This is an optimization exercise on Yosys and OpenROAD, whose aim is small area, a short achievable clock period and few clock cycles, not a production implementation. Only simulation tests tie the RTL to the original design; equivalence was not proved. Power is estimated from default activity; no workload was simulated.

## flow/run.sh

```bash
#!/bin/bash
# synth_recipe.tcl (not shown) runs the flow's synth.tcl, then flattens the netlist and writes it again
# the make line also repeats each setting of config.mk as NAME=value (left out here)
make -C /OpenROAD-flow-scripts/flow DESIGN_CONFIG=/design/flow/config.mk WORK_HOME=/design/flow/orfs CLKGATE_MAP_FILE= SYNTH_SCRIPT=/design/flow/synth_recipe.tcl finish
```

## flow/config.mk

```make
export PLATFORM = sky130hd
export DESIGN_NAME = ysyx_22051086_ALU
export DESIGN_NICKNAME = ysyx_22051086_ALU
export VERILOG_FILES = /design/flow/design.v
export SDC_FILE = /design/flow/constraint.sdc
export NUM_CORES = 4
export LEC_CHECK = 0
export CAP_MARGIN = 20
export CORE_MARGIN = 2
export CORE_UTILIZATION = 30
export SETUP_SLACK_MARGIN = 5
export SLEW_MARGIN = 20
export TNS_END_PERCENT = 5
```

## flow/constraint.sdc

```tcl
create_clock -name core_clock -period 10.0 [get_ports {clk}]
set_input_delay 2.0000 -clock core_clock [delete_from_list [all_inputs] [get_ports {clk}]]
set_output_delay 2.0000 -clock core_clock [all_outputs]
set_load 0.01 [all_outputs]
```

## flow/design.v

```verilog
module ysyx_22051086_BOOTH_DEC(
    input  [2:0] bits,       
    output [2:0] dec         
);
assign dec[0] = bits[1] ^ bits[0];
assign dec[1] = (bits[2] & ~bits[1] & ~bits[0]) | (~bits[2] & bits[1] & bits[0]);
assign dec[2] = bits[2];
endmodule
module ysyx_22051086_MULTIPLIER(
    input  [63:0] mcand,
    input  [2:0]  dec0,
    input  [2:0]  dec1,
    output [63:0] pp0,
    output [63:0] pp1
);
wire [63:0] sel0 = ({64{dec0[0]}} & mcand) | ({64{dec0[1]}} & {mcand[62:0], 1'b0});
wire [61:0] sel1 = ({62{dec1[0]}} & mcand[61:0]) | ({62{dec1[1]}} & {mcand[60:0], 1'b0});
assign pp0 = sel0 ^ {64{dec0[2]}};
assign pp1 = {sel1 ^ {62{dec1[2]}}, dec1[2], dec1[2]};
endmodule
module ysyx_22051086_LZC64(
    input  [63:0] x,
    output [5:0]  lz,
    output        nz
);
wire [15:0] v0;
wire [31:0] z0;
genvar i;
generate
for (i = 0; i < 16; i = i + 1) begin : g0
    wire [3:0] q = x[4*i+3:4*i];
    assign v0[i] = |q;
    assign z0[2*i+1:2*i] = q[3] ? 2'd0 : q[2] ? 2'd1 : q[1] ? 2'd2 : 2'd3;
end
endgenerate
wire [7:0] v1;
wire [23:0] z1;
generate
for (i = 0; i < 8; i = i + 1) begin : g1
    assign v1[i] = v0[2*i+1] | v0[2*i];
    assign z1[3*i+2:3*i] = v0[2*i+1] ? {1'b0, z0[4*i+3:4*i+2]} : {1'b1, z0[4*i+1:4*i]};
end
endgenerate
wire [3:0] v2;
wire [15:0] z2;
generate
for (i = 0; i < 4; i = i + 1) begin : g2
    assign v2[i] = v1[2*i+1] | v1[2*i];
    assign z2[4*i+3:4*i] = v1[2*i+1] ? {1'b0, z1[6*i+5:6*i+3]} : {1'b1, z1[6*i+2:6*i]};
end
endgenerate
wire [1:0] v3;
wire [9:0] z3;
generate
for (i = 0; i < 2; i = i + 1) begin : g3
    assign v3[i] = v2[2*i+1] | v2[2*i];
    assign z3[5*i+4:5*i] = v2[2*i+1] ? {1'b0, z2[8*i+7:8*i+4]} : {1'b1, z2[8*i+3:8*i]};
end
endgenerate
assign nz = v3[1] | v3[0];
assign lz = v3[1] ? {1'b0, z3[9:5]} : {1'b1, z3[4:0]};
endmodule
module ysyx_22051086_ALU (
    input         ex_valid,
    input         clk,
    input         rst,
    input  [4:0]  aluop,
    input  [63:0] alu_src1,
    input  [63:0] alu_src2,
    output [63:0] alu_res,
    output        alu_busy
);
reg st_idle, st_exec, st_mul, st_nega, st_negb, st_lz, st_align, st_div, st_corr, st_fix;
reg        done;
reg [63:0] res;      
reg [63:0] opa;      
reg        rsign;    
reg [63:0] opb;      
reg [5:0]  cnt;
reg [2:0]  bd0, bd1;     
reg f_sum, f_sub, f_and, f_or, f_xor, f_sh, f_sll, f_sra, f_slt, f_sltu;
reg neg_q, neg_r, is_rem, neg_b;
wire [63:0] a = alu_src1;
wire [63:0] b = alu_src2;
wire i_mul  = aluop == 5'b01101 || aluop == 5'b01000;
wire i_mulw = aluop == 5'b01000;
wire i_dw   = aluop == 5'b10011 || aluop == 5'b10100 || aluop == 5'b01001 || aluop == 5'b01010;
wire i_div  = i_dw || aluop == 5'b10010 || aluop == 5'b10101 || aluop == 5'b10110;
wire i_sgn  = aluop == 5'b10110 || aluop == 5'b01001 || aluop == 5'b01010;
wire i_rem  = aluop == 5'b10101 || aluop == 5'b10100 || aluop == 5'b01010;
wire i_srw  = aluop == 5'b01111 || aluop == 5'b10000;
wire [63:0] a_ext = {{32{~aluop[4] & a[31]}}, a[31:0]};
wire [63:0] b_ext = {{32{~aluop[4] & b[31]}}, b[31:0]};
wire [63:0] a_w = {{32{a[31]}}, a[31:0]};
wire [63:0] b_w = {{32{b[31]}}, b[31:0]};
wire        sa = i_sgn & (i_dw ? a[31] : a[63]);
wire        sb = i_sgn & (i_dw ? b[31] : b[63]);
wire [63:0] ma = i_mulw ? a_w : a;
wire [63:0] mb = i_mulw ? b_w : b;
wire [15:0] ea, eb;
wire [15:0] ga, gb;
genvar gi;
generate
for (gi = 0; gi < 15; gi = gi + 1) begin : g_run
    assign ea[gi] = (&ma[4*gi+4:4*gi]) | ~(|ma[4*gi+4:4*gi]);
    assign eb[gi] = (&mb[4*gi+4:4*gi]) | ~(|mb[4*gi+4:4*gi]);
    assign ga[gi] = &ea[15:gi];
    assign gb[gi] = &eb[15:gi];
end
endgenerate
assign ea[15] = 1'b1;
assign eb[15] = 1'b1;
assign ga[15] = 1'b1;
assign gb[15] = 1'b1;
wire swap = |(ga & ~gb);
wire [3:0] mpl_lo = swap ? a[3:0] : b[3:0];
wire [2:0] bd0_in, bd1_in;
ysyx_22051086_BOOTH_DEC u_bdi0(.bits({mpl_lo[1:0], 1'b0}), .dec(bd0_in));
ysyx_22051086_BOOTH_DEC u_bdi1(.bits(mpl_lo[3:1]), .dec(bd1_in));
wire [63:0] pp0, pp1;
ysyx_22051086_MULTIPLIER u_mul(.mcand(opa), .dec0(bd0), .dec1(bd1), .pp0(pp0), .pp1(pp1));
reg p_opa, p_res, q_opbr, q_opa, q_invr, c0r;
wire q_opb = q_opbr | (st_corr & rsign);
wire q_inv = q_invr | (st_div & ~rsign);
wire [64:0] p  = ({65{p_opa}} & {rsign, opa}) | ({65{p_res}} & {1'b0, res});
wire [64:0] q1 = (({65{q_opb}} & {1'b0, opb}) | ({65{q_opa}} & {1'b0, opa})
                | {1'b0, pp0}) ^ {65{q_inv}};
wire [64:0] q2 = {1'b0, pp1};
wire        c0 = bd0[2] | c0r | (st_div & ~rsign);
wire        c1 = bd1[2];
wire [64:0] cs_s = p ^ q1 ^ q2;
wire [64:0] cs_c = (p & q1) | (p & q2) | (q1 & q2);
wire [64:0] sum  = cs_s + {cs_c[63:0], c0} + {64'b0, c1};
wire lt_u = sum[64];
wire lt_s = (opa[63] & ~opb[63]) | (~(opa[63] ^ opb[63]) & sum[63]);
wire [5:0]  lz_r, lz_d;
wire        nz_r, nz_d;
ysyx_22051086_LZC64 u_lzr(.x(opa), .lz(lz_r), .nz(nz_r));
ysyx_22051086_LZC64 u_lzd(.x(opb), .lz(lz_d), .nz(nz_d));
wire        d_small = lz_d < lz_r;           
wire [5:0]  s_cnt   = lz_d - lz_r;
wire [63:0] rx = st_align ? opb : opa;
wire [5:0]  ramt = st_align ? (6'd0 - cnt) : f_sll ? (6'd0 - opb[5:0]) : opb[5:0];
wire [63:0] r1 = ramt[0] ? {rx[0],     rx[63:1]}  : rx;
wire [63:0] r2 = ramt[1] ? {r1[1:0],   r1[63:2]}  : r1;
wire [63:0] r3 = ramt[2] ? {r2[3:0],   r2[63:4]}  : r2;
wire [63:0] r4 = ramt[3] ? {r3[7:0],   r3[63:8]}  : r3;
wire [63:0] r5 = ramt[4] ? {r4[15:0],  r4[63:16]} : r4;
wire [63:0] r6 = ramt[5] ? {r5[31:0],  r5[63:32]} : r5;
wire        sh_fill = f_sra & opa[63];
reg  [63:0] sh_out;
integer k;
always @(*) begin
    for (k = 0; k < 64; k = k + 1)
        sh_out[k] = f_sll ? (opb[5:0] > k ? 1'b0 : r6[k])
                          : (opb[5:0] > 63 - k ? sh_fill : r6[k]);
end
wire [63:0] alu_val = f_sum ? sum[63:0]
                    : f_and ? cs_c[63:0]
                    : f_or  ? (cs_s[63:0] | cs_c[63:0])
                    : f_xor ? cs_s[63:0]
                    : f_slt ? {63'b0, lt_s}
                    : f_sltu ? {63'b0, lt_u}
                    : sh_out;
wire mul_last = (&opb[63:3]) | ~(|opb[63:3]);
wire q_bit    = ~sum[64];
wire cnt_z    = cnt == 6'd0;
wire start    = st_idle & ex_valid & ~done;
wire al_triv  = ~nz_d | d_small;
wire div_end  = st_div & cnt_z;
wire go_corr  = (div_end | (st_lz & al_triv)) & is_rem;
wire go_fix   = ((div_end | (st_lz & al_triv)) & ~is_rem & neg_q) | (st_corr & neg_r);
wire finish   = (st_exec) | (st_mul & mul_last) | st_fix
              | ((div_end | (st_lz & al_triv)) & ~is_rem & ~neg_q)
              | (st_corr & ~neg_r);
wire ns_exec  = start & ~i_mul & ~i_div;
wire ns_mul   = (start & i_mul) | (st_mul & ~mul_last);
wire ns_nega  = start & i_div & sa;
wire ns_negb  = (start & i_div & ~sa & sb) | (st_nega & neg_b);
wire ns_lz    = (start & i_div & ~sa & ~sb) | (st_nega & ~neg_b) | st_negb;
wire ns_align = st_lz & ~al_triv & (s_cnt != 6'd0);
wire ns_div   = st_align | (st_lz & ~al_triv & (s_cnt == 6'd0)) | (st_div & ~cnt_z);
wire ns_corr  = go_corr;
wire ns_fix   = go_fix;
wire is_rem_n = start ? i_rem : is_rem;
wire f_sub_n  = aluop == 5'b10001 || aluop == 5'b01011 || aluop == 5'b01100;
wire q_inv_n  = (ns_exec & f_sub_n) | ns_nega | ns_negb | (ns_fix & is_rem_n);
always @(posedge clk) begin
    if (rst) begin
        st_idle <= 1'b1;
        {st_exec, st_mul, st_nega, st_negb, st_lz, st_align, st_div, st_corr, st_fix} <= 9'b0;
        {p_opa, p_res, q_opbr, q_opa, q_invr, c0r} <= 6'b0;
        done <= 1'b0;
    end else begin
        done     <= finish;
        st_idle  <= finish | (st_idle & ~start);
        st_exec  <= ns_exec;
        st_mul   <= ns_mul;
        st_nega  <= ns_nega;
        st_negb  <= ns_negb;
        st_lz    <= ns_lz;
        st_align <= ns_align;
        st_div   <= ns_div;
        st_corr  <= ns_corr;
        st_fix   <= ns_fix;
        p_opa    <= ns_exec | ns_div | ns_corr;
        p_res    <= ns_mul | (ns_fix & ~is_rem_n);
        q_opbr   <= ns_exec | ns_div | ns_negb;
        q_opa    <= ns_nega | (ns_fix & is_rem_n);
        q_invr   <= q_inv_n;
        c0r      <= q_inv_n | (ns_fix & ~is_rem_n);
    end
end
always @(posedge clk) begin
    if (start) begin
        res    <= 64'b0;
        rsign  <= 1'b0;
        bd0    <= i_mul ? bd0_in : 3'b0;
        bd1    <= i_mul ? bd1_in : 3'b0;
        neg_q  <= sa ^ sb;
        neg_r  <= sa;
        neg_b  <= sb;
        is_rem <= i_rem;
        f_sum  <= aluop == 5'b00001 || aluop == 5'b10001;
        f_sub  <= f_sub_n;
        f_and  <= aluop == 5'b00010;
        f_or   <= aluop == 5'b00011;
        f_xor  <= aluop == 5'b00100;
        f_slt  <= aluop == 5'b01011;
        f_sltu <= aluop == 5'b01100;
        f_sll  <= aluop == 5'b00101 || aluop == 5'b01110;
        f_sra  <= aluop == 5'b00110 || aluop == 5'b01111;
        if (i_mul) begin
            opa <= swap ? b : a;
            opb <= swap ? ma : mb;
        end else if (i_dw) begin
            opa <= a_ext;
            opb <= b_ext;
        end else begin
            opa <= i_srw ? a_ext : a;
            opb <= b;
        end
    end
    if (st_exec) res <= alu_val;
    if (st_mul) begin
        res <= sum[63:0];
        opa <= {opa[59:0], 4'b0};
        opb <= {{4{opb[63]}}, opb[63:4]};
        bd0 <= bd0_nx;
        bd1 <= bd1_nx;
    end
    if (st_nega) opa <= sum[63:0];
    if (st_negb) opb <= sum[63:0];
    if (st_lz) begin
        res <= {64{~nz_d ^ neg_q}};
        cnt <= s_cnt;
    end
    if (st_align) opb <= r6;
    if (st_div) begin
        res   <= {res[62:0], q_bit ^ neg_q};
        opa   <= sum[63:0];
        rsign <= sum[64];
        if (~cnt_z) opb <= {1'b0, opb[63:1]};
        cnt   <= cnt - 6'd1;
    end
    if (st_corr) begin
        res <= sum[63:0];
        opa <= sum[63:0];
    end
    if (st_fix) res <= sum[63:0];
end
wire [2:0] bd0_nx, bd1_nx;
ysyx_22051086_BOOTH_DEC u_bdn0(.bits(opb[5:3]), .dec(bd0_nx));
ysyx_22051086_BOOTH_DEC u_bdn1(.bits(opb[7:5]), .dec(bd1_nx));
assign alu_res  = res;
assign alu_busy = ~done;
endmodule
```

==> results by group, run 1 <==
Floorplanning
  – Die Footprint: 127300 um2
  – Chip height: roughly 360 um
  – Core ar.: 123600 um2
  – Die X: 356.8 um
  – Starting Density: 30.20%
  – Io pins: roughly 200
  – Num rows: approximately 130

Final layout
  – Post-layout util: 38.20%
  – Register area: 6231 um2
  – P&R area growth vs syn: 26.49%
  – Most frequent cells in the layout: a21oi_1 (504), nor2_1 (395), nand2_1 (384)
  – Layout cells sized above 1: about a fifth
  – Multi-input logic area: roughly 32000 um2
  – Final nets: 5366
  – Commonest non-fill, non-tap cell in the layout: a21oi_1
  – Fillers: approximately 13000

Pwr
  – Sequential share of power: 11.1%
  – P per Cell Area: 359.9 nW/um2
  – Internal power: 6.687 mW
  – Static Leak: 18.00 nW
  – Clock group share of total power: 8.4%
  – Worst vdd ir: 0.0001936 V
  – Comb power frac: approximately four fifths
  – NetSw: between 10 and 15 mW
  – Switching Share: 60.67%

Place
  – Routability cong.: 1.084
  – Post-DP HPWL: 181500 um
  – Port Buffers: 200

Detailed routing
  – DRT Pass-1 Iters: 12
  – Total length of routed wires: 256700 um
  – Drt drc: 0
  – Vias per Instance: 7.022
  – DRT iter0 DRCs: approximately 9500
  – Vias: 47450
  – Wire per inst: 37.99 um
  – Routed Antenna Nets: 0

Global routing
  – Largest net degree at the start of global routing: 93
  – First-pass GRT wire length: 348500 um
  – Vias in the first global route: 42630
  – GRT met1 Usage: 47.36%
  – GR Util met2: around 53%
  – GRT Total Usage: 38.41%
  – Congestion Overflow GR: 0
  – Initial antenna violation count: 13
  – Met3 Track Usage GR: between 10% and 20%
  – Global route hottest layer: met2

Yosys
  – Mapped Area: 37340 um2
  – Number of synthesized flops with an enable pin: 152
  – Prevailing post-synth register cell: edfxtp_1
  – Syn avg cell area: 7.456 um2
  – Netlist cell types: 94
  – Asr flop ratio synth: 0%
  – Syn nets: between 5000 and 6000
  – FF+latch count, synth: 234
  – Mapped Cells: 5008
  – Post-synthesis sequential area ratio: between 10% and 20%
  – Ys Warns: 1

STA
  – Max-slew headroom: 14.56%
  – Setup TNS: 0 ns
  – RSZ-0062 raised after global routing: yes
  – Worst-margin pin slew: 1.277 ns
  – Final hold vios: 0
  – Peak Freq: 179.2 MHz
  – Setup-failing EPs final: 0
  – Pins Over Slew Limit: 0
  – Fin crit share: a little under three fifths
  – Clock period minus final worst setup slack: between 5 and 6 ns
  – Worst Skew: 0.03406 ns

Critical path
  – CP endpoint kind: register
  – Critical-path maximum fanout: 28
  – Type of the worst setup path: register to register
  – WP data arrival: 5.95 ns
  – Element type at the critical path start: register
  – Crit path required time: 10.37 ns

Clock network
  – Clock Tree Buf Depth: 3
  – Number of CTS-inserted buffers: 36
  – Reg clk slew, reported paths: about 0.060 ns
  – Worst skew pair latency: 0.64 ns
  – Hold-fix buffers, CTS: 0
  – CTS tree: done
  – Sink Count: 234
  – Root buffer selected by CTS: clkbuf_16
  – Number of H-tree levels: 2

Hold path
  – Hold Path Class: register to register

Flow run
  – Max-cap violations: 0

Run status
  – Outcome: finished clean
[flip-flops by register name, indices dropped and copies added (netlist names), 3 cells and up]
name	flops
bd0	3
bd1	3
cnt	6
opa	64
opb	64
res	64
[worst max-delay path, cell delays in order, from the launching register on]
cell and delay, ns:
dfxtp_1 0.62, nor4_1 0.76, nand4_1 0.43, nand4b_2 0.39, o21ai_0 0.39, a211oi_4 0.10
buf_4 0.34, nor2_2 0.17, buf_4 0.44, nand2_1 0.40, a221oi_1 0.61, o211ai_1 0.30
and3_1 0.29
[path summary, 6_finish.rpt]
check,end,slack (ns),start,cells past startpoint
max,res[19],4.42,opb[52],12
min,st_idle,0.47,st_idle,1
max reg2reg,res[19],4.42,opb[52],12
min reg2reg,st_idle,0.47,st_idle,1
[metrics by stage]
| step | hold WS [ns] | setup slack (ns) | instance area [um2] | power [mW] | instances |
|---|---|---|---|---|---|
| final | 0.4735 | 4.420 | 47230 | 17.00 | 6757 |
| after global routing | 0.5129 | 4.518 | 47210 | 17.03 | 6749 |
| after CTS | 0.4772 | 4.736 | 45410 | 15.03 | 6696 |
| after detailed placement | 0.4628 | 2.680 | 40690 | 12.29 | 6473 |
| after global placement | 0.4435 | 2.675 | 40670 | 12.33 | 6472 |
| after floorplan | 0.4361 | 4.919 | 37350 | 7.389 | 5008 |
[cells by family after synthesis]
group	synth area share, %
xor+xnor	6.420
buf+inv	7.412
simple gates	16.11
fa+ha+maj	6.253
compound gates	31.32
flops	16.62
mux	15.86
[area by class of cell]
type                    instances  area share, %
diodes                          9        0.04768
clock buffers                  46          2.185
clock inverters                20         0.4662
inverters                     192          1.529
multi-input cells            4070          66.79
flip-flops and latches        234          13.19
well taps                    1637          4.337
repair buffers                549          11.45
[per-layer routing]
layer	vias up	wire (um)
met3	1260	38980
li1	18930	-
met2	4561	98100
met4	14	28080
met5	-	361
met1	22690	91200
[cells in the mapped netlist (all sizes together), types with 82 or more instances]
library cell / count / area, um2
o21ai: 365 / 1827
buf: 109 / 523.0
nor3: 95 / 475.5
xor2: 95 / 832.1
a22oi: 205 / 1539
edfxtp: 152 / 4564
mux2i: 396 / 3964
inv: 189 / 709.4
a21oi: 548 / 2746
a211oi: 100 / 768.2
dfxtp: 82 / 1642
nor2: 413 / 1553
xnor2: 176 / 1541
clkbuf: 406 / 1524
nand2: 400 / 1509
a221oi: 107 / 954.7
mux2: 104 / 1171
[timing repair]
item	4_1_cts	5_1_grt
buffers inserted	146	43
pin swaps	77	89
cloned	11	6
hold endpoints to repair	0	0
gates resized for setup	453	229
setup endpoints to repair	243	275
[power groups by stage]
stage	Sequential, mW	Clock [mW]	Combinational (mW)
2_1_floorplan	1.43	0	5.96
3_3_place_gp	1.90	0	10.4
3_5_place_dp	1.89	0	10.4
4_1_cts	1.82	1.42	11.8
5_1_grt	1.85	1.45	13.7
6_report	1.89	1.43	13.7
Testbench counts, summed over its fixed seeds: cycles 110,120.
==> run 2, diff against run 1 <==
--- a/flow/design.v
+++ b/flow/design.v
@@ -82,2 +82,3 @@
 reg neg_q, neg_r, is_rem, neg_b;
+reg bz;          
 wire [63:0] a = alu_src1;
@@ -167,4 +168,5 @@
 wire cnt_z    = cnt == 6'd0;
-wire start    = st_idle & ex_valid & ~done;
-wire al_triv  = ~nz_d | d_small;
+wire cap      = st_idle & ~done;        
+wire start    = cap & ex_valid;
+wire al_triv  = bz | d_small;
 wire div_end  = st_div & cnt_z;
@@ -184,3 +186,3 @@
 wire ns_fix   = go_fix;
-wire is_rem_n = start ? i_rem : is_rem;
+wire is_rem_n = cap ? i_rem : is_rem;
 wire f_sub_n  = aluop == 5'b10001 || aluop == 5'b01011 || aluop == 5'b01100;
@@ -206,3 +208,3 @@
         p_opa    <= ns_exec | ns_div | ns_corr;
-        p_res    <= ns_mul | (ns_fix & ~is_rem_n);
+        p_res    <= (st_mul & ~mul_last) | (ns_fix & ~is_rem_n);    
         q_opbr   <= ns_exec | ns_div | ns_negb;
@@ -214,4 +216,3 @@
 always @(posedge clk) begin
-    if (start) begin
-        res    <= 64'b0;
+    if (cap) begin
         rsign  <= 1'b0;
@@ -222,2 +223,3 @@
         neg_b  <= sb;
+        bz     <= i_dw ? ~(|b[31:0]) : ~(|b);
         is_rem <= i_rem;
@@ -254,3 +256,3 @@
     if (st_lz) begin
-        res <= {64{~nz_d ^ neg_q}};
+        res <= {64{bz ^ neg_q}};
         cnt <= s_cnt;
--- a/flow/config.mk
+++ b/flow/config.mk
@@ -7,3 +7,3 @@
 export LEC_CHECK = 0
-export CAP_MARGIN = 20
+export CAP_MARGIN = 35
 export CORE_MARGIN = 2
@@ -11,3 +11,3 @@
 export SETUP_SLACK_MARGIN = 5
-export SLEW_MARGIN = 20
+export SLEW_MARGIN = 35
 export TNS_END_PERCENT = 5
==> results by group, run 2 <==
Critical path
  – Element type at the critical path start: register
  – WP data arrival: 6.11 ns
  – Crit path buffers/inverters: 6
  – Critical Path Max Stage Delay: 0.65 ns
  – CP dominant cell by count: buf_4
  – Critical Path Slowest Stage Cell: xnor2_2
  – CP delay by family, top: compound AO/OA/AOI/OAI gates
  – Critical-path maximum fanout: 10
  – Critical-path cell list: buf_6 -> buf_12 -> a22oi_2 -> xnor2_1 -> a221oi_4 -> xnor2_2 -> fa_1 -> inv_1 -> ha_4 -> nand2_2 -> or4_4 -> buf_4 -> buf_4 -> a211oi_4 -> o31ai_4 -> buf_4 -> xnor2_2 -> o221ai_1 -> nand2_1 -> o21ai_0 -> a41oi_1
  – CP endpoint kind: register
  – Type of the worst setup path: register to register
  – Crit path required time: 10.44 ns

Pwr
  – Switching Share: 62.01%
  – Clock group share of total power: 8.1%
  – Worst vdd ir: 0.0002281 V
  – Internal power: 6.423 mW
  – Sequential share of power: 11.2%
  – NetSw: 10.49 mW
  – P per Cell Area: about 370 nW/um2
  – Static Leak: ~17 nW
  – Comb power frac: 80.7%

STA
  – Hold slack: 0.4649 ns
  – Clock period minus final worst setup slack: 5.662 ns
  – Fin crit share: between 50% and 60%
  – Max-slew headroom: 28.97%
  – Setup TNS: 0 ns
  – Peak Freq: 176.6 MHz
  – Pins Over Slew Limit: 0
  – RSZ-0062 raised after global routing: yes
  – Worst-margin pin slew: 1.054 ns
  – Worst Skew: 0.05378 ns
  – Setup-failing EPs final: 0
  – Final hold vios: 0

Yosys
  – Syn avg cell area: approximately 7.5 um2
  – Most frequent cells after synthesis: a21oi_1 (533), nand2_1 (500), clkbuf_1 (390)
  – Netlist cell types: 92
  – Mapped Area: 37150 um2
  – Ys Warns: 1
  – Top cell type's share of synthesized area: 12.37%
  – Prevailing post-synth register cell: edfxtp_1
  – Post-synthesis sequential area ratio: 16.79%
  – FF+latch count, synth: 235
  – Area contributors post-synth: edfxtp_1 (12%), mux2i_1 (8.6%), a21oi_1 (7.2%)
  – Asr flop ratio synth: 0%
  – Number of synthesized flops with an enable pin: approximately 150
  – Area leader, netlist: edfxtp_1
  – Mapped Cells: around 5000
  – Syn nets: 5258
  – Most frequent cell after synthesis: a21oi_1

Final layout
  – P&R area growth vs syn: 21.81%
  – Top Registers: opa x64, opb x64, res x64
  – Most frequent cells in the layout: a21oi_1 (512), nand2_1 (491), nor2_1 (326)
  – Final nets: ~5300
  – Layout cells sized above 1: 16.46%
  – Commonest non-fill, non-tap cell in the layout: a21oi_1

Floorplanning
  – Chip height: 355.9 um
  – Num rows: 129
  – Die Footprint: 126700 um2
  – Io pins: 201
  – Core ar.: roughly 120000 um2
  – Die X: 355.9 um
  – Starting Density: between 30% and 40%

Detailed routing
  – Wire per inst: 36.77 um
  – Met2 routed WL: slightly above 100000 um
  – DRT iter0 DRCs: 7302
  – Drt drc: 0
  – Met3 WL: 28960 um
  – Vias per Instance: slightly below 7
  – DRT Pass-1 Iters: 9
  – Vias: about 46000
  – Top sig layer: met5
  – Total length of routed wires: ~240000 um
  – Met1 WL: 86300 um
  – Routed Antenna Nets: 0

Clock network
  – CTS tree: done
  – Worst skew pair latency: 0.64 ns
  – Number of H-tree levels: 2
  – Number of CTS-inserted buffers: 36
  – Root buffer selected by CTS: clkbuf_16
  – Reg clk slew, reported paths: roughly 0.06 ns
  – Sink Count: 235
  – Clock Tree Buf Depth: 3

Global routing
  – Largest net degree at the start of global routing: 101
  – Congestion Overflow GR: 0
  – Vias in the first global route: 41860
  – GRT Total Usage: 37.07%
  – Initial antenna violation count: 9
  – First-pass GRT wire length: 336300 um

Run status
  – Outcome: finished clean

Place
  – Port Buffers: 200
  – Routability cong.: 1.111
  – Post-DP HPWL: ~180000 um

Flow run
  – Max-cap violations: 0

Hold path
  – Hold Path Class: register to register
[run 2: path summary, 6_finish.rpt]
path | start | to | slack, ns | cells after the start
max | bd0[0] | res[40] | 4.34 | 21
max reg2reg | bd0[0] | res[40] | 4.34 | 21
min reg2reg | st_idle | st_idle | 0.46 | 1
min | st_idle | st_idle | 0.46 | 1
[run 2: cells by family (layout without fill, tap and decap cells)]
family | count (synthesis) | after routing | share of synthesized area, %
adders and majority gates | 147 | 147 | 6.285
xor gates and xnor gates | 275 | 275 | 6.484
DFF | 235 | 235 | 16.79
muxes | 429 | 429 | 13.30
other | 0 | 7 | 0
buffers and inverters | 730 | 771 | 7.855
and+or+nand+nor | 1256 | 1257 | 15.24
AOI/OAI and AO/OA | 1903 | 1904 | 34.05
[run 2: worst register-to-register path: stages (launching register included)]
cell      delay [ns]
edfxtp_1        0.43
buf_6           0.16
buf_12          0.14
a22oi_2         0.17
xnor2_1         0.13
a221oi_4        0.39
xnor2_2         0.12
fa_1            0.54
inv_1           0.08
ha_4            0.30
nand2_2         0.09
or4_4           0.60
buf_4           0.18
buf_4           0.15
a211oi_4        0.36
o31ai_4         0.16
buf_4           0.21
xnor2_2         0.65
o221ai_1        0.23
nand2_1         0.12
o21ai_0         0.08
a41oi_1         0.19
[run 2: layer usage]
metal  vias to the layer above  GRT usage [%]
met5                         -              0
met4                         6          30.28
met3                      1024          10.28
met2                      3795          56.10
met1                     22270          43.76
li1                      18790              -
[run 2: final cells by class]
cell class,instances,area (um2)
timing repair buffer,499,4656
clock buffer,44,950.9
fill,12850,78060
inverter,207,778.2
multi-input combinational,4012,30300
tap,1637,2048
clock inverter,21,239.0
antenna,7,17.52
sequential,235,6260
[run 2: power by group through the flow]
stage	registers (mW)	logic, mW	clock network [mW]
floorplan	1.48	6.47	0
global placement	1.93	11.4	0
detailed placement	1.93	11.5	0
CTS	1.85	12.5	1.36
global route	1.87	13.8	1.39
finish	1.89	13.6	1.37
[run 2: per-stage QoR]
step / cells / total power [mW] / utilization (%) / cell area, um2 / setup slack (ns)
after floorplan: 4975 / 7.950 / - / 37170 / 4.953
after global placement: 6442 / 13.28 / 32.79 / 40430 / 2.051
after detailed placement: 6445 / 13.47 / 33.04 / 40750 / 2.453
after CTS: 6625 / 15.74 / 36.05 / 44450 / 4.535
after global routing: 6655 / 17.10 / 36.68 / 45230 / 4.251
final: 6662 / 16.91 / 36.69 / 45250 / 4.338
[run 2: timing repair]
| action | CTS | global route |
|---|---|---|
| resized for setup | 322 | 89 |
| pin swaps | 64 | 38 |
| endpoints found under the setup margin | 210 | 208 |
| endpoints found under the hold margin | 0 | 0 |
| hold buffers | 0 | 0 |
| setup buffers | 110 | 27 |
| gates cloned | 5 | 1 |
Testbench counts of run 2, summed over its fixed seeds: cycles 110,120.
==> run 3, diff against run 2 <==
--- a/flow/design.v
+++ b/flow/design.v
@@ -79,2 +79,3 @@
 reg [5:0]  cnt;
+reg [5:0]  rot;      
 reg [2:0]  bd0, bd1;     
@@ -92,2 +93,4 @@
 wire i_srw  = aluop == 5'b01111 || aluop == 5'b10000;
+wire i_sll  = aluop == 5'b00101 || aluop == 5'b01110;
+wire i_sh   = i_sll || i_srw || aluop == 5'b00110 || aluop == 5'b00111;
 wire [63:0] a_ext = {{32{~aluop[4] & a[31]}}, a[31:0]};
@@ -142,4 +145,4 @@
 wire [5:0]  s_cnt   = lz_d - lz_r;
-wire [63:0] rx = st_align ? opb : opa;
-wire [5:0]  ramt = st_align ? (6'd0 - cnt) : f_sll ? (6'd0 - opb[5:0]) : opb[5:0];
+wire [63:0] rx = opb;
+wire [5:0]  ramt = rot;
 wire [63:0] r1 = ramt[0] ? {rx[0],     rx[63:1]}  : rx;
@@ -150,3 +153,3 @@
 wire [63:0] r6 = ramt[5] ? {r5[31:0],  r5[63:32]} : r5;
-wire        sh_fill = f_sra & opa[63];
+wire        sh_fill = f_sra & opb[63];
 reg  [63:0] sh_out;
@@ -155,4 +158,4 @@
     for (k = 0; k < 64; k = k + 1)
-        sh_out[k] = f_sll ? (opb[5:0] > k ? 1'b0 : r6[k])
-                          : (opb[5:0] > 63 - k ? sh_fill : r6[k]);
+        sh_out[k] = f_sll ? (opa[5:0] > k ? 1'b0 : r6[k])
+                          : (opa[5:0] > 63 - k ? sh_fill : r6[k]);
 end
@@ -241,4 +244,5 @@
         end else begin
-            opa <= i_srw ? a_ext : a;
-            opb <= b;
+            opa <= i_sh ? b : a;
+            opb <= i_sh ? (i_srw ? a_ext : a) : b;
+            rot <= i_sll ? 6'd0 - b[5:0] : b[5:0];
         end
@@ -258,2 +262,3 @@
         cnt <= s_cnt;
+        rot <= lz_r - lz_d;
     end
==> results by group, run 3 <==
Detailed routing
  – Drt drc: 0
  – Total length of routed wires: 236800 um
  – Vias per Instance: 6.994
  – Vias: between 40000 and 50000
  – DRT iter0 DRCs: 8711
  – Routed Antenna Nets: 0
  – Wire per inst: 35.38 um
  – DRT Pass-1 Iters: 9

Yosys
  – Mapped Area: 38290 um2
  – Area leader, netlist: edfxtp_1
  – FF+latch count, synth: 241
  – Syn avg cell area: roughly 7.7 um2
  – Netlist cell types: 101
  – Prevailing post-synth register cell: edfxtp_1
  – Number of synthesized flops with an enable pin: 159
  – Mapped Cells: around 5000
  – Most frequent cells after synthesis: a21oi_1 (514), nand2_1 (434), clkbuf_1 (412)
  – Most frequent cell after synthesis: a21oi_1
  – Ys Warns: 1
  – Top cell type's share of synthesized area: 12.47%
  – Syn nets: 5255
  – Asr flop ratio synth: 0%
  – Area contributors post-synth: edfxtp_1 (12%), mux4_2 (7.2%), a21oi_1 (6.7%)
  – Post-synthesis sequential area ratio: 16.76%

Final layout
  – Final instance area: approximately 47000 um2
  – Layout cells sized above 1: 20.72%
  – Fillers: 12910
  – P&R area growth vs syn: 22.77%
  – Most frequent cells in the layout: a21oi_1 (501), nand2_1 (423), o21ai_0 (352)
  – Final nets: 5279
  – Top Registers: opa x64, opb x64, res x64
  – Commonest non-fill, non-tap cell in the layout: a21oi_1

Pwr
  – P per Cell Area: 344.9 nW/um2
  – Clock group share of total power: just over 8%
  – Switching Share: 59.18%
  – Static Leak: 17.80 nW
  – Comb power frac: between 70% and 80%
  – Internal power: 6.618 mW
  – Worst vdd ir: 0.0002003 V
  – NetSw: 9.593 mW
  – Sequential share of power: 12.0%
  – Tot Pwr: 16.21 mW

Place
  – Post-DP HPWL: 165800 um
  – Dpl cell area: between 40000 and 50000 um2
  – Routability cong.: between 1 and 1.5
  – Port Buffers: 200

STA
  – Setup-failing EPs final: 0
  – Final hold vios: 0
  – Worst Skew: 0.04687 ns
  – Setup TNS: 0 ns
  – Peak Freq: 188.1 MHz
  – Max-slew headroom: 25.42%
  – RSZ-0062 raised after global routing: yes
  – Fin crit share: around 53%
  – Clock period minus final worst setup slack: 5.317 ns
  – Worst-margin pin slew: 1.088 ns
  – Pins Over Slew Limit: 0

Floorplanning
  – Chip height: 361.2 um
  – Core ar.: around 130000 um2
  – Io pins: 201
  – Starting Density: 30.14%
  – Die Footprint: 130500 um2
  – Die X: 361.2 um
  – Num rows: 131

Global routing
  – GRT Total Usage: about a third
  – Vias in the first global route: 42900
  – Congestion Overflow GR: 0
  – Initial antenna violation count: 27
  – First-pass GRT wire length: about 330000 um
  – Largest net degree at the start of global routing: 81

Clock network
  – Sink Count: 241
  – Worst skew pair latency: 0.61 ns
  – Number of CTS-inserted buffers: 35
  – Root buffer selected by CTS: clkbuf_16
  – CTS tree: done
  – Hold-fix buffers, CTS: 0
  – Reg clk slew, reported paths: 0.06 ns
  – Clock Tree Buf Depth: 3
  – Number of H-tree levels: 2

Critical path
  – Element type at the critical path start: register
  – Crit path required time: around 11 ns
  – CP endpoint kind: register
  – Type of the worst setup path: register to register
  – Critical-path maximum fanout: 8
  – WP data arrival: 5.83 ns

Flow run
  – Max-cap violations: 0

Run status
  – Outcome: finished clean

Hold path
  – Hold Path Class: register to register
## run 3: power groups by stage
stage	combinational, mW	sequential [mW]	clock (mW)
after floorplan	5.98	1.55	0
after global placement	9.82	1.96	0
after detailed placement	9.96	1.96	0
after CTS	11.5	1.87	1.30
after global routing	13.1	1.91	1.34
final	12.9	1.94	1.33
## run 3: what timing repair did
item                       CTS  global route
resized for setup          429           135
gates cloned                15             0
setup buffers              139            21
setup endpoints to repair  208           195
pin swaps                  109            41
hold endpoints to repair     0             0
## run 3: final timing paths
| kind | startpoint | end | slack (ns) | depth (start not counted) |
|---|---|---|---|---|
| hold / removal | st_idle | st_idle | 0.49 | 1 |
| setup / recovery | bd0[0] | opb[48] | 4.68 | 19 |
| hold reg to reg | st_idle | st_idle | 0.49 | 1 |
| setup reg to reg | bd0[0] | opb[48] | 4.68 | 19 |
## run 3: worst max-delay path, stage by stage (launching register included)
cell and delay (ns):
edfxtp_1 0.41, buf_8 0.18, buf_8 0.15, buf_16 0.16
a22oi_2 0.19, xnor2_1 0.10, a221oi_2 0.40, xnor2_1 0.18
fa_2 0.60, inv_2 0.05, ha_4 0.29, nand2_1 0.07
nor2_2 0.11, o2111a_2 0.32, o31a_1 0.38, a211oi_2 0.15
o31a_1 0.36, xnor2_1 0.71, a221oi_1 0.22, o21ai_1 0.18
## run 3: logic make-up after synthesis
group	synth area share, %
simple gates	15.08
xor+xnor	6.193
compound gates	30.82
buf+inv	7.778
flops	16.76
fa+ha+maj	6.248
mux	17.12
## run 3: metal layers
layer | track usage [%] | wire [um]
met3 | 16.63 | 41100
met1 | 42.68 | 84070
met4 | 20.86 | 18550
met2 | 47.59 | 92690
met5 | 1.702 | 420
## run 3: stage by stage
| step | hold slack, ns | worst slack [ns] | utilization [%] | cells |
|---|---|---|---|---|
| finish | 0.4911 | 4.683 | 37.00 | 6694 |
| global route | 0.5075 | 4.619 | 36.98 | 6683 |
| CTS | 0.4931 | 4.846 | 36.27 | 6658 |
| detailed placement | 0.4806 | 2.780 | 32.68 | 6440 |
| global placement | 0.4693 | 2.765 | 32.55 | 6439 |
| floorplan | 0.4353 | 5.005 | - | 4968 |
## run 3: cell type report
class,count,area (um2),share of cell area [%]
multi-input cells,3990,31600,67.23
repair buffers,514,4936,10.50
clock buffers,47,983.4,2.092
diodes,13,32.53,0.06921
well taps,1662,2079,4.424
flip-flops and latches,241,6452,13.73
clock inverters,17,130.1,0.2768
inverters,210,792.0,1.685
Testbench counts of run 3, summed over its fixed seeds: cycles 110,120.
==> run 4, diff against run 3 <==
--- a/flow/config.mk
+++ b/flow/config.mk
@@ -9,3 +9,3 @@
 export CORE_MARGIN = 2
-export CORE_UTILIZATION = 30
+export CORE_UTILIZATION = 40
 export SETUP_SLACK_MARGIN = 5
==> results by group, run 4 <==
Detailed routing
  – Vias per Instance: around 7.3
  – DRT iter0 DRCs: 8028
  – Vias: 46070
  – Wire per inst: between 30 and 40 um
  – Drt drc: 0
  – Total length of routed wires: approximately 240000 um
  – Routed Antenna Nets: 0
  – DRT Pass-1 Iters: 10

Critical path
  – Critical-path cell list: buf_6 -> buf_12 -> a22oi_2 -> xnor2_2 -> a221oi_4 -> xor2_2 -> fa_2 -> fa_2 -> a211oi_2 -> o21bai_2 -> o2111a_2 -> nor4_4 -> buf_6 -> o21a_1 -> o21ai_4 -> xnor2_1 -> nand2_1 -> o211ai_1 -> a22oi_1
  – CP endpoint kind: register
  – Type of the worst setup path: register to register
  – Critical-path maximum fanout: 8
  – Critical path depth: 19
  – FF-to-FF path depth: 19
  – Element type at the critical path start: register
  – Critical Path Slowest Stage Cell: xnor2_1
  – WP data arrival: roughly 5.7 ns
  – Crit path required time: 10.34 ns
  – Crit path buffers/inverters: 3
  – RR Endpoint: res[34]
  – R2R Path Start: bd0[0]
  – CP delay by family, top: compound AO/OA/AOI/OAI gates
  – Setup crit start: bd0[0]
  – Critical Path Max Stage Delay: 0.82 ns
  – Register-to-Register Setup Slack: ~4.6 ns
  – Setup crit end: res[34]

Yosys
  – Area contributors post-synth: edfxtp_1 (12%), mux4_2 (7.2%), a21oi_1 (6.7%)
  – Top cell type's share of synthesized area: 12.47%
  – Mapped Cells: 4968
  – Syn nets: roughly 5300
  – Netlist cell types: 101
  – Asr flop ratio synth: 0%
  – Syn avg cell area: 7.707 um2
  – Ys Warns: 1
  – FF+latch count, synth: approximately 240
  – Mapped Area: 38290 um2
  – Number of synthesized flops with an enable pin: between 150 and 200
  – Most frequent cells after synthesis: a21oi_1 (514), nand2_1 (434), clkbuf_1 (412)
  – Most frequent cell after synthesis: a21oi_1
  – Prevailing post-synth register cell: edfxtp_1
  – Post-synthesis sequential area ratio: 16.76%
  – Area leader, netlist: edfxtp_1

Global routing
  – Global route hottest layer: met2
  – First-pass GRT wire length: 322400 um
  – GRT Total Usage: 45.66%
  – Congestion Overflow GR: 0
  – GRT met1 Usage: between 50% and 60%
  – GR Util met2: roughly 64%
  – Initial antenna violation count: 23
  – Met3 Track Usage GR: between 15 and 20%
  – Vias in the first global route: around 42000
  – Largest net degree at the start of global routing: 93

STA
  – Max-slew headroom: between 20% and 30%
  – Pins Over Slew Limit: 0
  – Fin crit share: 53.86%
  – Final hold vios: 0
  – Worst-margin pin slew: between 1 and 1.5 ns
  – Setup TNS: 0 ns
  – Hold slack: 0.4845 ns
  – Worst Skew: 0.04847 ns
  – Clock period minus final worst setup slack: roughly 5.4 ns
  – Setup-failing EPs final: 0
  – Peak Freq: 185.7 MHz
  – RSZ-0062 raised after global routing: yes

Final layout
  – Most frequent cells in the layout: a21oi_1 (496), nand2_1 (425), o21ai_0 (359)
  – Top Registers: opa x64, opb x64, res x64
  – Register area: 6454 um2
  – Final nets: roughly 5300
  – Final instance area: 46330 um2
  – Multi-input logic area: 31550 um2
  – P&R area growth vs syn: 21.01%
  – Fillers: a little over 9000
  – Layout cells sized above 1: between 10% and 20%
  – Commonest non-fill, non-tap cell in the layout: a21oi_1
  – Layout Cells excl Fill: roughly 6300

Run status
  – Outcome: finished clean

Place
  – Cells after DPL: approximately 6000
  – Routability cong.: 1.051
  – Post-DP HPWL: 169600 um
  – Port Buffers: 200
  – Dpl cell area: 41110 um2

Hold path
  – Hold Path Class: register to register

Clock network
  – Clock Tree Buf Depth: 3
  – Number of H-tree levels: 2
  – Worst skew pair latency: 0.65 ns
  – Reg clk slew, reported paths: roughly 0.060 ns
  – Number of CTS-inserted buffers: 37
  – Root buffer selected by CTS: clkbuf_16
  – CTS tree: done
  – Sink Count: 241

Pwr
  – Tot Pwr: 16.28 mW
  – P per Cell Area: 351.3 nW/um2
  – Worst vdd ir: between 0.0002 and 0.0003 V
  – Static Leak: 17.84 nW

Floorplanning
  – Starting Density: 40.36%
  – Die Footprint: 98210 um2
  – Num rows: 113
  – Core ar.: 94870 um2
  – Die X: 313.4 um
  – Io pins: 201
  – Chip height: 313.4 um

Flow run
  – Max-cap violations: 0
[run 4: repair_timing]
action | 4_1_cts | 5_1_grt
hold buffers | 0 | 0
buffers inserted | 96 | 53
cloned | 7 | 4
resized for setup | 285 | 217
endpoints found under the setup margin | 208 | 199
pin swaps | 47 | 57
[run 4: worst min path at each step]
stage / start / end / slack, ns / cells past startpoint
detailed placement: st_idle / st_idle / 0.48 / 1
finish: st_idle / st_idle / 0.48 / 1
global placement: st_idle / st_idle / 0.46 / 1
floorplan: st_idle / st_idle / 0.44 / 1
CTS: st_idle / st_idle / 0.49 / 1
global route: st_idle / st_idle / 0.52 / 1
[run 4: layout make-up]
cell class / count / area share, %
flip-flops and latches: 241 / 13.93
clock buffers: 49 / 2.187
inverters: 210 / 1.709
multi-input cells: 3992 / 68.10
repair buffers: 499 / 10.26
well taps: 1265 / 3.416
clock inverters: 18 / 0.3079
diodes: 17 / 0.09182
[run 4: kinds of logic (layout without fill, tap and decap cells)]
logic type,count (synthesis),after routing,synth area share [%]
xor gates and xnor gates,269,269,6.193
DFF,241,241,16.76
other,0,17,0
AOI/OAI and AO/OA,1831,1835,30.82
adders and majority gates,151,151,6.248
and+or+nand+nor,1250,1250,15.08
muxes,487,487,17.12
buffers and inverters,739,776,7.778
[run 4: power by group]
group / switching, mW / total (mW) / internal (mW)
Clock: 0.618 / 1.36 / 0.744
Combinational: 8.57 / 12.9 / 4.37
Sequential: 0.577 / 1.97 / 1.39
Total: 9.77 / 16.3 / 6.51
[run 4: stage by stage]
step	setup WS [ns]	utilization, %
6_report	4.614	48.84
2_1_floorplan	5.005	-
3_3_place_gp	2.516	43.10
3_5_place_dp	2.868	43.33
4_1_cts	4.625	47.07
5_1_grt	4.542	48.81
[run 4: per-layer routing]
layer	wire (um)	part of all wire, %
met4	17540	7.4
met3	38730	16
met2	93900	40
met5	570	0.24
met1	84820	36
[run 4: worst register-to-register path, stage by stage (launching register included)]
cell      delay, ns
edfxtp_1       0.43
buf_6          0.16
buf_12         0.13
a22oi_2        0.20
xnor2_2        0.11
a221oi_4       0.24
xor2_2         0.20
fa_2           0.50
fa_2           0.39
a211oi_2       0.23
o21bai_2       0.14
o2111a_2       0.33
nor4_4         0.23
buf_6          0.19
o21a_1         0.31
o21ai_4        0.13
xnor2_1        0.82
nand2_1        0.12
o211ai_1       0.15
a22oi_1        0.11
==> run 5, diff against run 4 <==
--- a/flow/config.mk
+++ b/flow/config.mk
@@ -9,5 +9,4 @@
 export CORE_MARGIN = 2
-export CORE_UTILIZATION = 40
+export CORE_UTILIZATION = 30
 export SETUP_SLACK_MARGIN = 5
 export SLEW_MARGIN = 35
-export TNS_END_PERCENT = 5
==> results by group, run 5 <==
STA
  – Worst Skew: 0.04512 ns
  – Setup-failing EPs final: 0
  – Pins Over Slew Limit: 0
  – Final hold vios: 0
  – Setup TNS: 0 ns
  – Fin crit share: 53.18%
  – Clock period minus final worst setup slack: 5.318 ns
  – Worst-margin pin slew: 1.091 ns
  – Max-slew headroom: 26.97%
  – Peak Freq: 188.0 MHz
  – RSZ-0062 raised after global routing: yes

Global routing
  – GRT Total Usage: 34.64%
  – First-pass GRT wire length: 329500 um
  – Initial antenna violation count: 20
  – Congestion Overflow GR: 0
  – Vias in the first global route: 43050
  – Largest net degree at the start of global routing: 81

Yosys
  – Ys Warns: 1
  – Area contributors post-synth: edfxtp_1 (12%), mux4_2 (7.2%), a21oi_1 (6.7%)
  – Most frequent cells after synthesis: a21oi_1 (514), nand2_1 (434), clkbuf_1 (412)
  – Number of synthesized flops with an enable pin: between 150 and 200
  – Syn nets: ~5300
  – Mapped Area: 38290 um2
  – Asr flop ratio synth: 0%
  – Netlist cell types: 101
  – Most frequent cell after synthesis: a21oi_1
  – Top cell type's share of synthesized area: 12.47%
  – Prevailing post-synth register cell: edfxtp_1
  – Post-synthesis sequential area ratio: 16.76%
  – Area leader, netlist: edfxtp_1
  – FF+latch count, synth: about 240
  – Mapped Cells: just under 5000
  – Syn avg cell area: 7.707 um2

Critical path
  – Crit path required time: 10.43 ns
  – Setup crit end: res[0]
  – RR Endpoint: res[0]
  – CP endpoint kind: register
  – WP data arrival: 5.75 ns
  – Critical-path maximum fanout: 8
  – Element type at the critical path start: register
  – Register-to-Register Setup Slack: 4.68 ns
  – Type of the worst setup path: register to register
  – R2R Path Start: bd0[0]
  – FF-to-FF path depth: 20
  – Setup crit start: bd0[0]

Floorplanning
  – Num rows: 131
  – Io pins: 201
  – Die Footprint: 130500 um2
  – Core ar.: 127000 um2
  – Starting Density: 30.14%
  – Die X: 361.2 um
  – Chip height: 361.2 um

Pwr
  – Worst vdd ir: 0.0002100 V
  – Tot Pwr: ~17 mW
  – P per Cell Area: 354.2 nW/um2
  – Static Leak: 18.58 nW

Flow run
  – Max-cap violations: 0

Run status
  – Outcome: finished clean

Place
  – Port Buffers: 200
  – Routability cong.: 1.124
  – Cells after DPL: 6440
  – Post-DP HPWL: 165800 um

Final layout
  – Commonest non-fill, non-tap cell in the layout: a21oi_1
  – Layout Cells excl Fill: 6766
  – Layout cells sized above 1: between 20% and 30%
  – Final nets: 5348
  – Top Registers: opa x64, opb x64, res x64
  – Most frequent cells in the layout: a21oi_1 (478), nand2_1 (418), nor2_1 (340)
  – P&R area growth vs syn: 27.53%

Detailed routing
  – Wire per inst: 35.74 um
  – DRT Pass-1 Iters: 8
  – Vias per Instance: 7.044
  – Vias: 47660
  – Drt drc: 0
  – Routed Antenna Nets: 0
  – DRT iter0 DRCs: 9228
  – Total length of routed wires: 241800 um

Clock network
  – Number of H-tree levels: 2
  – Reg clk slew, reported paths: approximately 0.070 ns
  – Worst skew pair latency: 0.61 ns
  – Clock Tree Buf Depth: 3
  – Sink Count: 241
  – Root buffer selected by CTS: clkbuf_16
  – Hold-fix buffers, CTS: 0
  – Number of CTS-inserted buffers: 35
  – CTS tree: done

Hold path
  – Hold Path Class: register to register
  – Hold Path Stages: 1
run 5: critical path: stages (launching register included):
cell	delay [ns]
edfxtp_1	0.43
buf_12	0.18
buf_16	0.16
a22oi_2	0.17
xnor2_1	0.09
a221oi_2	0.43
xnor2_1	0.17
fa_1	0.60
inv_2	0.06
ha_4	0.30
nand4_1	0.14
nor2_2	0.16
o2111a_2	0.32
o31a_1	0.43
a211oi_2	0.16
o31a_1	0.35
o31ai_4	0.32
buf_4	0.19
xnor2_2	0.12
a21oi_1	0.10
o32ai_1	0.27
run 5: per-layer routing:
metal	up-vias	share of wire, %	track usage [%]
li1	18880	-	-
met1	22930	35	43.13
met2	4577	39	47.65
met3	1240	18	16.91
met4	36	8.5	20.63
met5	-	0.37	0.6289
run 5: per-stage QoR:
stage                     util (%)  hold slack [ns]  setup WS (ns)  area, um2
after floorplan                  -           0.4353          5.005      38320
after global placement       32.55           0.4693          2.765      41350
after detailed placement     32.68           0.4806          2.780      41520
after CTS                    36.59           0.4931          4.852      46480
after global routing         38.41           0.5075          4.616      48790
final                        38.44           0.4910          4.682      48830
run 5: power by group:
| part | switching, mW | internal, mW | leakage (nW) | total [mW] |
|---|---|---|---|---|
| clock | 0.604 | 0.722 | 0.550 | 1.33 |
| combinational | 8.92 | 5.11 | 15.8 | 14.0 |
| sequential | 0.541 | 1.39 | 2.27 | 1.93 |
| total | 10.1 | 7.23 | 18.6 | 17.3 |
run 5: repair_timing:
| action | 4_1_cts | 5_1_grt |
|---|---|---|
| pin swaps | 128 | 109 |
| gates resized for setup | 536 | 387 |
| endpoints found under the setup margin | 208 | 188 |
| cloned | 15 | 6 |
| setup buffers | 154 | 70 |
run 5: worst min-delay path by stage:
| stage | to | slack [ns] | from |
|---|---|---|---|
| after floorplan | st_idle | 0.44 | st_idle |
| after global placement | st_idle | 0.47 | st_idle |
| after detailed placement | st_idle | 0.48 | st_idle |
| after CTS | st_idle | 0.49 | st_idle |
| after global routing | st_idle | 0.51 | st_idle |
| final | st_idle | 0.49 | st_idle |
run 5: final cells by class:
class	instances	area [um2]
Fill cell	12690	78200
Multi-Input combinational cell	3990	32740
Sequential cell	241	6450
Timing Repair Buffer	583	5613
Tap cell	1662	2079
Clock buffer	47	983.4
Inverter	210	792.0
Clock inverter	17	130.1
Antenna cell	16	40.04
run 5: logic make-up after synthesis:
| group | count (synthesis) | share of synthesized area, % |
|---|---|---|
| flops | 241 | 16.76 |
| simple gates | 1250 | 15.08 |
| xor+xnor | 269 | 6.193 |
| fa+ha+maj | 151 | 6.248 |
| mux | 487 | 17.12 |
| compound gates | 1831 | 30.82 |
| buf+inv | 739 | 7.778 |
==> run 6, diff against run 5 <==
--- a/flow/config.mk
+++ b/flow/config.mk
@@ -10,3 +10,5 @@
 export CORE_UTILIZATION = 30
+export PLACE_DENSITY = 0.75
 export SETUP_SLACK_MARGIN = 5
 export SLEW_MARGIN = 35
+export TNS_END_PERCENT = 5
==> results by group, run 6 <==
Run status
  – Outcome: finished clean

Final layout
  – P&R area growth vs syn: 23.68%
  – Most frequent cells in the layout: a21oi_1 (492), nand2_1 (423), o21ai_0 (359)
  – Commonest non-fill, non-tap cell in the layout: a21oi_1
  – Top Registers: opa x64, opb x64, res x64
  – Final nets: 5279
  – Final instance area: 47350 um2
  – Layout Cells excl Fill: 6700
  – Layout cells sized above 1: 21.20%
  – Post-layout util: 37.28%

Pwr
  – Static Leak: 18.03 nW
  – P per Cell Area: about 350 nW/um2
  – Worst vdd ir: around 0.00021 V
  – Tot Pwr: 16.70 mW

STA
  – Worst Skew: 0.03607 ns
  – Post-route worst setup slack: about 4.5 ns
  – Hold slack: 0.5035 ns
  – Pins Over Slew Limit: 0
  – Final hold vios: 0
  – Fin crit share: 54.58%
  – Max-slew headroom: approximately a quarter
  – RSZ-0062 raised after global routing: yes
  – Peak Freq: 183.2 MHz
  – Setup-failing EPs final: 0
  – Clock period minus final worst setup slack: 5.458 ns
  – Worst-margin pin slew: 1.090 ns
  – Setup TNS: 0 ns

Clock network
  – Sink Count: 241
  – Number of CTS-inserted buffers: 36
  – Worst skew pair latency: 0.63 ns
  – Root buffer selected by CTS: clkbuf_16
  – Hold-fix buffers, CTS: 0
  – Reg clk slew, reported paths: 0.06 ns
  – Clock Tree Buf Depth: 3
  – Number of H-tree levels: 2
  – CTS tree: done

Yosys
  – Netlist cell types: ~100
  – Post-synthesis sequential area ratio: 16.76%
  – Area leader, netlist: edfxtp_1
  – Top cell type's share of synthesized area: 12.47%
  – Syn avg cell area: 7.707 um2
  – Most frequent cells after synthesis: a21oi_1 (514), nand2_1 (434), clkbuf_1 (412)
  – Ys Warns: 1
  – Mapped Cells: between 4000 and 5000
  – Area contributors post-synth: edfxtp_1 (12%), mux4_2 (7.2%), a21oi_1 (6.7%)
  – FF+latch count, synth: 241
  – Syn nets: 5255
  – Most frequent cell after synthesis: a21oi_1
  – Asr flop ratio synth: 0%
  – Prevailing post-synth register cell: edfxtp_1
  – Mapped Area: between 30000 and 40000 um2
  – Number of synthesized flops with an enable pin: 159

Global routing
  – Congestion Overflow GR: 0
  – GRT Total Usage: 34.18%
  – Initial antenna violation count: 26
  – Largest net degree at the start of global routing: 95
  – First-pass GRT wire length: 325200 um
  – Vias in the first global route: 42490

Detailed routing
  – Total length of routed wires: 236700 um
  – Wire per inst: around 35 um
  – Vias per Instance: 7.063
  – Vias: 47320
  – Routed Antenna Nets: 0
  – Drt drc: 0
  – DRT Pass-1 Iters: 9
  – DRT iter0 DRCs: 8910

Floorplanning
  – Starting Density: 30.14%
  – Core ar.: 127000 um2
  – Die X: 361.2 um
  – Io pins: 201
  – Num rows: 131
  – Chip height: 361.2 um
  – Die Footprint: 130500 um2

Place
  – Routability cong.: 1.130
  – Dpl cell area: 41580 um2
  – Pre-CTS setup slack: 2.911 ns
  – Post-DP HPWL: between 150000 and 200000 um
  – Port Buffers: 200
  – Cells after DPL: 6447

Hold path
  – Hold Path Class: register to register

Critical path
  – CP endpoint kind: register
  – Type of the worst setup path: register to register
  – Critical-path maximum fanout: 52
  – Element type at the critical path start: register
  – WP data arrival: 5.89 ns
  – Crit path required time: around 10 ns

Flow run
  – Max-cap violations: 0
-- run 6: cell counts after synthesis --
Identical to the previous run, type by type.
-- run 6: routing by layer --
metal  share of wire (%)  global-route usage, %
met3                  18                  18.15
met2                  39                  47.22
met5                0.24                  2.331
met4                 8.5                  20.89
met1                  34                  41.12
-- run 6: cell type report --
cell class | instances | area [um2]
Clock buffer | 43 | 989.7
Timing Repair Buffer | 514 | 5002
Tap cell | 1662 | 2079
Inverter | 210 | 794.5
Clock inverter | 23 | 292.8
Sequential cell | 241 | 6439
Multi-Input combinational cell | 3989 | 31710
Antenna cell | 18 | 45.04
Fill cell | 12760 | 79670
-- run 6: path summary, 6_finish.rpt --
check	end	slack [ns]	cells past startpoint	from
setup / recovery	res[54]	4.54	17	p_opa
hold / removal	st_idle	0.50	1	st_idle
setup reg to reg	res[54]	4.54	17	p_opa
hold reg to reg	st_idle	0.50	1	st_idle
-- run 6: critical path, cell delays in order, from the launching register on --
cell and delay, ns:
dfxtp_2 0.78, buf_6 0.49, a22oi_1 0.19, fa_1 0.57
inv_2 0.06, ha_4 0.23, a211oi_2 0.23, nor2_2 0.07
a2111o_1 0.35, nor4_4 0.22, buf_4 0.20, nor3_4 0.04
or4_4 0.57, a41o_4 0.33, buf_12 0.13, xnor2_4 0.17
a2111o_1 0.39, a22oi_2 0.19
-- run 6: power by group --
group	total, mW	internal [mW]	leakage (nW)	switching [mW]
Clock	1.45	0.824	0.620	0.629
Combinational	13.2	4.58	15.1	8.65
Sequential	2.02	1.39	2.27	0.626
-- run 6: logic make-up after synthesis --
| family | Yosys count | synth area share [%] |
|---|---|---|
| AND/OR/NAND/NOR | 1250 | 15.08 |
| XOR/XNOR | 269 | 6.193 |
| multiplexers | 487 | 17.12 |
| flip-flops | 241 | 16.76 |
| AO/OA/AOI/OAI | 1831 | 30.82 |
| adder cells (fa/ha/maj) | 151 | 6.248 |
| buffers and inverters | 739 | 7.778 |
-- run 6: repair_timing --
item | in CTS | in global routing
pin swaps | 104 | 64
buffers inserted | 115 | 40
gates resized for setup | 432 | 140
cloned | 13 | 1
endpoints found under the setup margin | 204 | 190

==> afterwards: timing with drivers on the ports <==
Ports are ideal in the flow. The routed layouts listed here were re-timed in OpenROAD. Step 1: set_driving_cell puts a clkbuf_16 on clk and a buf_2 on each other input, an assumption about the parent block. Step 2, shift: input delay + t, output delay - t, t = (earliest + latest rising clock arrival at the registers) / 2. This alone moves slack from input paths to output paths. a / b / c = ideal ports / drivers / drivers and shift; a / b = the first two.
run | shift t [ns] | slack for setup (ns) | worst setup path at the end | worst data-port slew with drivers (ns)
run 1 | 0.700 | 4.420 / 4.420 / 3.911 | input to register | 0.05
run 2 | 0.691 | 4.338 / 4.338 / 3.891 | input to register | 0.09
run 3 | 0.664 | 4.683 / 4.683 / 4.080 | input to register | 0.07
run 4 | 0.698 | 4.614 / 4.614 / 4.070 | input to register | 0.05
run 5 | 0.661 | 4.682 / 4.682 / 4.365 | input to register | 0.07
run 6 | 0.682 | 4.542 / 4.542 / 4.065 | input to register | 0.06
After both steps setup and hold are still met in every run listed. The setup slack of run 3, which loses most, moves by 0.000 ns with the drivers and by -0.603 ns with both steps.
